Context: an optimization exercise on an open-source flow, tuned for small area. The choices shown serve that exercise and are no tape-out recipe. In this exercise RTL edits were held to simulation tests only and were not proved equivalent to the original. Power is estimated from default activity; no workload was simulated.

Setup of old:
Design uart_ip_top, start of the top module:
module uart_ip_top (
    sys_clk,
    reset,
    din,
    ri,
    si,
    tx,
    dout,
    ro,
    so,
    rx
);
    input           sys_clk;
    input           reset;
    input   [0:7]   din;
    input           si;
    output          ri;
    output          tx;
    output  [0:7]   dout;
    input           ro;
    output          so;
    input           rx;
    reg     [8:0]   tc;
    wire            bit_tick = tc[8] & ~tc[7] & tc[6] & ~tc[5] & tc[4] & ~tc[3] & tc[2] & ~tc[0];
    wire            tc_two   = tc[8] & ~tc[7] & ~tc[5] & tc[4] & ~tc[3] & ~tc[2] & ~tc[1] & tc[0];
    always @(posedge sys_clk, posedge reset)
        if (reset)  tc <= 9'b001010100;
        else        tc <= {tc[7:0], tc[8] ^ tc[3] ^ bit_tick};
    reg     [0:7]   tmem [0:15];
    reg     [4:0]   tcnt;
    wire            t_full = tcnt[4];
    wire            t_ne   = |tcnt;
    integer         ti;
    assign ri = si & ~t_full;
    always @(posedge sys_clk)
        if (ri) begin
            tmem[0] <= din;
            for (ti = 1; ti < 16; ti = ti + 1)
                tmem[ti] <= tmem[ti - 1];
        end
    reg     [3:0]   tp;
    reg             e_s, e_ss;       
    wire            t_idle = (tp == 4'd3);
    always @(posedge sys_clk, posedge reset)
        if (reset) begin
            tp   <= 4'd3;
            e_s  <= 1'b0;
            e_ss <= 1'b0;
        end
        else if (bit_tick) begin
            e_s  <= t_ne;
            e_ss <= e_s;
  ...
For scale: ~680 cells after synthesis, about 320 flip-flops, ~24 I/O pins, ~11000 um2 of cells after synthesis.
Settings: LEC_CHECK=0, CAP_MARGIN=20, CORE_MARGIN=2, CORE_UTILIZATION=60, CTS_BUF_LIST=sky130_fd_sc_hd__clkbuf_16, CTS_CLUSTER_DIAMETER=80, CTS_CLUSTER_SIZE=30, SLEW_MARGIN=20; clock period 20.0 ns.
standard.sh (not shown) runs the stock make flow with config.mk's settings and CLKGATE_MAP_FILE= SYNTH_SCRIPT=/design/flow/synth_recipe.tcl, a recipe that flattens the netlist after the stock synthesis.
==> flow/flow/run.sh <==
#!/bin/bash
# Own layout flow: the standard layout, with two changes.
#  1. Synthesis is ORFS's (synth_recipe.tcl, unchanged), but ABC maps the
#     logic with an area-oriented script (flow/abc_map.script) in place of
#     ORFS's delay-oriented abc_speed.script. Flip-flops are mapped by
#     dfflibmap before ABC runs, so the registers are the standard ones.
#  2. Port buffers use the smallest buffer cell.
# Each tool's output goes to a log file in this folder.
set -euo pipefail
here=$(pwd)
rm -rf "$here/scripts_abc"
cp -r "$FLOW_HOME/scripts" "$here/scripts_abc"
cp "$here/flow/abc_map.script" "$here/scripts_abc/abc_speed.script"
bash standard.sh SCRIPTS_DIR="$here/scripts_abc" synth > "$here/synth.log" 2>&1
bash standard.sh BUFFER_PORTS_ARGS="-buffer_cell sky130_fd_sc_hd__buf_1" > "$here/layout.log" 2>&1
test -s out/final.def
==> flow/flow/abc_map.script <==
strash
ifraig
scorr
dc2
strash
&get -n
&st
&dch
&nf -R 1000 -p
&put
topo
stime -c
The final layout from old, which completed every stage, passed the timing, DRC and antenna checks at the end of the flow.
Input changes introduced in new (baseline for comparison: old):
==> flow/run.sh (new file) <==
#!/bin/bash
# synth_recipe.tcl (not shown) runs the flow's synth.tcl, then flattens the netlist and writes it again
# the make line also repeats each setting of config.mk as NAME=value (left out here)
make -C /OpenROAD-flow-scripts/flow DESIGN_CONFIG=/design/flow/config.mk WORK_HOME=/design/flow/orfs CLKGATE_MAP_FILE= SYNTH_SCRIPT=/design/flow/synth_recipe.tcl finish
removed: flow/flow/run.sh
removed: flow/flow/abc_map.script
removed: flow/standard.sh
Results
Switching part of the total, old and new: lower on old
In the metrics for old and new, the one carrying the lower final layout net count is old.
Part of the power in the clock network: new vs old down 1.5 points
Looking at instance count on the critical path, new sits 1 higher than old does.
[compare] base=old new=new: met1 usage in global routing saw a decrease; count of buffers not belonging to the clock network in the layout saw a decrease; floorplan die area saw an increase.


The RTL this note starts from:
==> flow/design.v <==
`timescale 1ns/1ps
module uart_ip_top (
    sys_clk,
    reset,
    din,
    ri,
    si,
    tx,
    dout,
    ro,
    so,
    rx
);
    input           sys_clk;
    input           reset;
    input   [0:7]   din;
    input           si;
    output          ri;
    output          tx;
    output  [0:7]   dout;
    input           ro;
    output          so;
    input           rx;
    reg     [8:0]   tc;
    wire            bit_tick = tc[8] & ~tc[7] & tc[6] & ~tc[5] & tc[4] & ~tc[3] & tc[2] & ~tc[0];
    wire            tc_two   = tc[8] & ~tc[7] & ~tc[5] & tc[4] & ~tc[3] & ~tc[2] & ~tc[1] & tc[0];
    always @(posedge sys_clk, posedge reset)
        if (reset)  tc <= 9'b001010100;
        else        tc <= {tc[7:0], tc[8] ^ tc[3] ^ bit_tick};
    reg     [0:7]   tmem [0:15];
    reg     [4:0]   tcnt;
    wire            t_full = tcnt[4];
    wire            t_ne   = |tcnt;
    integer         ti;
    assign ri = si & ~t_full;
    always @(posedge sys_clk)
        if (ri) begin
            tmem[0] <= din;
            for (ti = 1; ti < 16; ti = ti + 1)
                tmem[ti] <= tmem[ti - 1];
        end
    reg     [3:0]   tp;
    reg             e_s, e_ss;       
    wire            t_idle = (tp == 4'd3);
    always @(posedge sys_clk, posedge reset)
        if (reset) begin
            tp   <= 4'd3;
            e_s  <= 1'b0;
            e_ss <= 1'b0;
        end
        else if (bit_tick) begin
            e_s  <= t_ne;
            e_ss <= e_s;
            if (t_idle) begin
                if (e_ss) tp <= 4'd7;
            end
            else tp <= tp + 4'd1;
        end
    wire            t_rd = tc_two && tp == 4'd7;
    always @(posedge sys_clk, posedge reset)
        if (reset)  tcnt <= 5'd0;
        else        tcnt <= tcnt + {4'd0, ri} - {4'd0, t_rd};
    wire    [0:7]   tperm [0:15];
    genvar          tg;
    generate
        for (tg = 0; tg < 16; tg = tg + 1) begin : g_tperm
            assign tperm[tg] = tmem[(tg + 15) % 16];
        end
    endgenerate
    wire    [0:7]   told = tperm[tcnt[3:0]];
    reg     [0:7]   dt;
    always @(posedge sys_clk)
        if (bit_tick && t_idle && e_ss) dt <= told;
    wire            dbit = dt[~tp[2:0]];
    reg             par;
    always @(posedge sys_clk)
        if (bit_tick) par <= tp[3] & (par ^ dbit);
    assign tx = tp[3] ? dbit : (tp[2] ? 1'b0 : ((tp[1] | tp[0]) ? 1'b1 : par));
    reg     [4:0]   rc;
    wire            s_tick = (rc == 5'b01011);
    wire            rc_two = ~rc[4] & rc[3] & rc[2] & ~rc[0];
    always @(posedge sys_clk, posedge reset)
        if (reset)  rc <= 5'b11011;
        else        rc <= {rc[3:0], rc[4] ^ rc[1] ^ s_tick};
    reg             d1, d2, d3;
    always @(posedge sys_clk, posedge reset)
        if (reset) begin
            d1 <= 1'b0;
            d2 <= 1'b0;
            d3 <= 1'b0;
        end
        else if (s_tick) begin
            d1 <= rx;
            d2 <= d1;
            d3 <= d2;
        end
    reg             ridle;
    reg     [7:0]   k;
    wire            k_done = ~k[7] & ~k[6] & k[5];
    wire            r_done = ~ridle & k_done;
    always @(posedge sys_clk, posedge reset)
        if (reset) ridle <= 1'b1;
        else if (s_tick) begin
            if (ridle) begin
                if (~d2 & d3) ridle <= 1'b0;
            end
            else if (k_done) ridle <= 1'b1;
        end
    always @(posedge sys_clk)
        if (s_tick) begin
            if (ridle) k <= 8'h79;
            else       k <= k + 8'd1;
        end
    reg     [0:7]   sr;
    wire            shift = k[7] & (k[3:0] == 4'hf);
    always @(posedge sys_clk)
        if (s_tick && shift) sr <= {rx, sr[0:6]};
    reg     [0:7]   ring [0:15];
    reg     [3:0]   rpos;
    reg     [4:0]   cnt;
    reg             f_s, f_ss;       
    reg             wp;              
    wire            r_full = cnt[4];
    wire            wgo    = wp & rc_two;
    wire            rd     = so & ro;
    wire    [3:0]   wpos   = rpos + cnt[3:0];
    wire            wr_now = ~ridle & ~k[7] & ~k[6] & ~r_full & (wpos == 4'd15);
    always @(posedge sys_clk, posedge reset)
        if (reset) begin
            f_s  <= 1'b0;
            f_ss <= 1'b0;
            wp   <= 1'b0;
        end
        else begin
            if (s_tick) begin
                f_s  <= r_full;
                f_ss <= f_s;
            end
            if (s_tick && r_done) wp <= ~f_ss;
            else if (rc_two)      wp <= 1'b0;
        end
    integer         ri_;
    always @(posedge sys_clk) begin
        for (ri_ = 1; ri_ < 16; ri_ = ri_ + 1)
            ring[ri_] <= ring[ri_ - 1];
        ring[0] <= wr_now ? sr : ring[15];
    end
    always @(posedge sys_clk, posedge reset)
        if (reset) begin
            rpos <= 4'd0;
            cnt  <= 5'd0;
        end
        else begin
            rpos <= rpos + {3'd0, rd} + 4'd1;
            cnt  <= cnt + {4'd0, wgo} - {4'd0, rd};
        end
    assign so   = |cnt;
    assign dout = rd ? ring[rpos] : 8'd0;
endmodule
export LEC_CHECK = 0
export CAP_MARGIN = 20
export CORE_MARGIN = 2
export CORE_UTILIZATION = 60
export CTS_BUF_LIST = sky130_fd_sc_hd__clkbuf_16
export CTS_CLUSTER_DIAMETER = 80
export CTS_CLUSTER_SIZE = 30
export SLEW_MARGIN = 20
create_clock -name core_clock -period 20.0 [get_ports {sys_clk}]
==> flow/flow/run.sh <==
#!/bin/bash
# Own layout flow: the standard layout (standard.sh), with these changes.
#  1. Synthesis is ORFS's (synth_recipe.tcl, unchanged), but ABC maps the
#     logic with an area-oriented script (flow/abc_map.script) in place of
#     ORFS's delay-oriented abc_speed.script. Flip-flops are mapped by
#     dfflibmap before ABC runs, so the registers are the standard ones.
#     Adders are left to ABC as plain logic (no ADDER_MAP_FILE cells and no
#     Kogge-Stone carry map), which ABC maps smaller for this design.
#  2. Port buffers use the smallest buffer cell.
#  3. Clock tree synthesis without dummy loads.
# Each tool's output goes to a log file in this folder.
set -euo pipefail
here=$(pwd)
rm -rf "$here/scripts_abc"
cp -r "$FLOW_HOME/scripts" "$here/scripts_abc"
cp "$here/flow/abc_map.script" "$here/scripts_abc/abc_speed.script"
bash standard.sh SCRIPTS_DIR="$here/scripts_abc" ADDER_MAP_FILE= SYNTH_OPERATIONS_ARGS=-nofsm synth > "$here/synth.log" 2>&1
cts="-sink_clustering_enable -repair_clock_nets -dont_use_dummy_load"
cts="$cts -sink_clustering_size $(cat flow/cts_size) -sink_clustering_max_diameter $(cat flow/cts_diam)"
cts="$cts -buf_list $(cat flow/cts_buf)"
bash standard.sh BUFFER_PORTS_ARGS="-buffer_cell sky130_fd_sc_hd__buf_1" CTS_ARGS="$cts" > "$here/layout.log" 2>&1
test -s out/final.def
==> flow/flow/abc_map.script <==
strash
ifraig
scorr
dc2
strash
&get -n
&st
&dch
&nf -R 1000 -p -C 32 -F 8 -A 8
&put
topo
stime -c
==> flow/flow/cts_buf <==
sky130_fd_sc_hd__clkbuf_16
==> flow/flow/cts_diam <==
80
==> flow/flow/cts_size <==
30
The first run went through all stages and came out clean.
Edit:
--- a/flow/flow/run.sh
+++ b/flow/flow/run.sh
@@ -5,6 +5,4 @@
 #     ORFS's delay-oriented abc_speed.script. Flip-flops are mapped by
 #     dfflibmap before ABC runs, so the registers are the standard ones.
-#     Adders are left to ABC as plain logic (no ADDER_MAP_FILE cells and no
-#     Kogge-Stone carry map), which ABC maps smaller for this design.
 #  2. Port buffers use the smallest buffer cell.
 #  3. Clock tree synthesis without dummy loads.
@@ -15,5 +13,5 @@
 cp -r "$FLOW_HOME/scripts" "$here/scripts_abc"
 cp "$here/flow/abc_map.script" "$here/scripts_abc/abc_speed.script"
-bash standard.sh SCRIPTS_DIR="$here/scripts_abc" ADDER_MAP_FILE= SYNTH_OPERATIONS_ARGS=-nofsm synth > "$here/synth.log" 2>&1
+bash standard.sh SCRIPTS_DIR="$here/scripts_abc" synth > "$here/synth.log" 2>&1
 cts="-sink_clustering_enable -repair_clock_nets -dont_use_dummy_load"
 cts="$cts -sink_clustering_size $(cat flow/cts_size) -sink_clustering_max_diameter $(cat flow/cts_diam)"
==> flow/flow/abc_map.script (replaced) <==
strash
ifraig
scorr
dc2
strash
&get -n
&st
&dch
&nf -R 1000 -p
&put
topo
stime -c
CTS_BUF_LIST = not set   (was sky130_fd_sc_hd__clkbuf_16)
CTS_CLUSTER_DIAMETER = not set   (was 80)
CTS_CLUSTER_SIZE = not set   (was 30)
What happened: Power went up by a few percent; clock power stays flat; first-iteration DRC count went down by a little under a tenth; critical path depth stays the same; cell area went up by a few percent; routed wire length went up slightly; setup slack is better by 0.12 ns; die area went up by a few percent; utilization went up by 0.56 points; area after synthesis went up by a few percent.
Edit:
CAP_MARGIN = 0   (was 20)
SLEW_MARGIN = 0   (was 20)
Total power hardly moves.
Clock power hardly moves.
Sequential power barely changes.
Via count is about the same.
Routed wire length is about the same.
Edit:
==> flow/flow/run.sh (replaced) <==
#!/bin/bash
# Own layout flow: the standard layout, with two changes.
#  1. Synthesis is ORFS's (synth_recipe.tcl, unchanged), but ABC maps the
#     logic with an area-oriented script (flow/abc_map.script) in place of
#     ORFS's delay-oriented abc_speed.script. Flip-flops are mapped by
#     dfflibmap before ABC runs, so the registers are the standard ones.
#  2. Port buffers use the smallest buffer cell.
# Each tool's output goes to a log file in this folder.
set -euo pipefail
here=$(pwd)
rm -rf "$here/scripts_abc"
cp -r "$FLOW_HOME/scripts" "$here/scripts_abc"
cp "$here/flow/abc_map.script" "$here/scripts_abc/abc_speed.script"
bash standard.sh SCRIPTS_DIR="$here/scripts_abc" synth > "$here/synth.log" 2>&1
bash standard.sh BUFFER_PORTS_ARGS="-buffer_cell sky130_fd_sc_hd__buf_1" > "$here/layout.log" 2>&1
test -s out/final.def
CAP_MARGIN = 20   (was 0)
CTS_BUF_LIST = sky130_fd_sc_hd__clkbuf_16   (was not set)
CTS_CLUSTER_DIAMETER = 80   (was not set)
CTS_CLUSTER_SIZE = 30   (was not set)
SLEW_MARGIN = 20   (was 0)
removed: flow/flow/cts_buf
removed: flow/flow/cts_diam
removed: flow/flow/cts_size
Fmax hardly moves.
Synthesized area is unchanged.
Clock power increases by 10%.
Final area increases by 0.82%.
Non-clock buffer count stays the same.
Worst setup slack is better by 0.016 ns.
Die area stays the same.
Worst hold slack gets better by 0.017 ns.
Utilization is higher by 0.55 points.
Combinational power stays flat.
Total power climbs by 2.2%.
Edit:
==> flow/flow/run.sh (replaced) <==
#!/bin/bash
# Own layout flow: the standard layout (standard.sh), with these changes.
#  1. Synthesis is ORFS's (synth_recipe.tcl, unchanged), but ABC maps the
#     logic with an area-oriented script (flow/abc_map.script) in place of
#     ORFS's delay-oriented abc_speed.script. Flip-flops are mapped by
#     dfflibmap before ABC runs, so the registers are the standard ones.
#     Adders are left to ABC as plain logic (no ADDER_MAP_FILE cells and no
#     Kogge-Stone carry map), which ABC maps smaller for this design.
#  2. Port buffers use the smallest buffer cell.
#  3. Clock tree synthesis without dummy loads.
# Each tool's output goes to a log file in this folder.
set -euo pipefail
here=$(pwd)
rm -rf "$here/scripts_abc"
cp -r "$FLOW_HOME/scripts" "$here/scripts_abc"
cp "$here/flow/abc_map.script" "$here/scripts_abc/abc_speed.script"
bash standard.sh SCRIPTS_DIR="$here/scripts_abc" ADDER_MAP_FILE= SYNTH_OPERATIONS_ARGS=-nofsm synth > "$here/synth.log" 2>&1
cts="-sink_clustering_enable -repair_clock_nets -dont_use_dummy_load"
cts="$cts -sink_clustering_size $(cat flow/cts_size) -sink_clustering_max_diameter $(cat flow/cts_diam)"
cts="$cts -buf_list $(cat flow/cts_buf)"
bash standard.sh BUFFER_PORTS_ARGS="-buffer_cell sky130_fd_sc_hd__buf_1" CTS_ARGS="$cts" > "$here/layout.log" 2>&1
test -s out/final.def
==> flow/flow/abc_map.script (replaced) <==
strash
ifraig
scorr
dc2
strash
&get -n
&st
&dch
&nf -R 1000 -p -C 32 -F 8 -A 8
&put
topo
stime -c
==> flow/flow/cts_buf (new file) <==
sky130_fd_sc_hd__clkbuf_16
==> flow/flow/cts_diam (new file) <==
100
==> flow/flow/cts_size (new file) <==
30
CTS_BUF_LIST = not set   (was sky130_fd_sc_hd__clkbuf_16)
CTS_CLUSTER_DIAMETER = not set   (was 80)
CTS_CLUSTER_SIZE = not set   (was 30)
GPL_TIMING_DRIVEN = 0   (was not set)
=> Worst setup slack got worse by 0.17 ns. Routed wire length came out lower by 2.9%. Sequential share of layout area came out higher by 1.3 points. Via count came out lower by about 1.8%. Worst hold slack got worse by 0.016 ns.

==> re-timing with driven ports <==
Ports are ideal in the flow. The routed layouts listed here were re-timed in OpenROAD. Step 1 sets driving cells, clkbuf_16 on the clock port and buf_2 on the other inputs (assumed; they add their load-dependent delay and slew). Step 2 times the ports against the registers' clock, not the clock port: input delays grow and output delays shrink by t, the midpoint of the rising clock arrivals with the driver on. Three values: ideal ports, drivers, drivers and shift; two values: the first two.
run | shift t [ns] | setup slack, ns | worst setup path at the end
old | 0.524 | 10.955 / 10.931 / 10.931 | input to output
new | 0.534 | 10.187 / 10.163 / 10.163 | input to output
the first run of note 2 | 0.524 | 10.974 / 10.951 / 10.951 | input to output
the second run of note 2 | 0.526 | 11.098 / 11.071 / 11.071 | input to output
the third run of note 2 | 0.524 | 11.098 / 11.071 / 11.071 | input to output
the fourth run of note 2 | 0.536 | 11.114 / 11.087 / 11.087 | input to output
the fifth run of note 2 | 0.521 | 10.947 / 10.922 / 10.922 | input to output
After both steps every run listed still meets setup and hold.
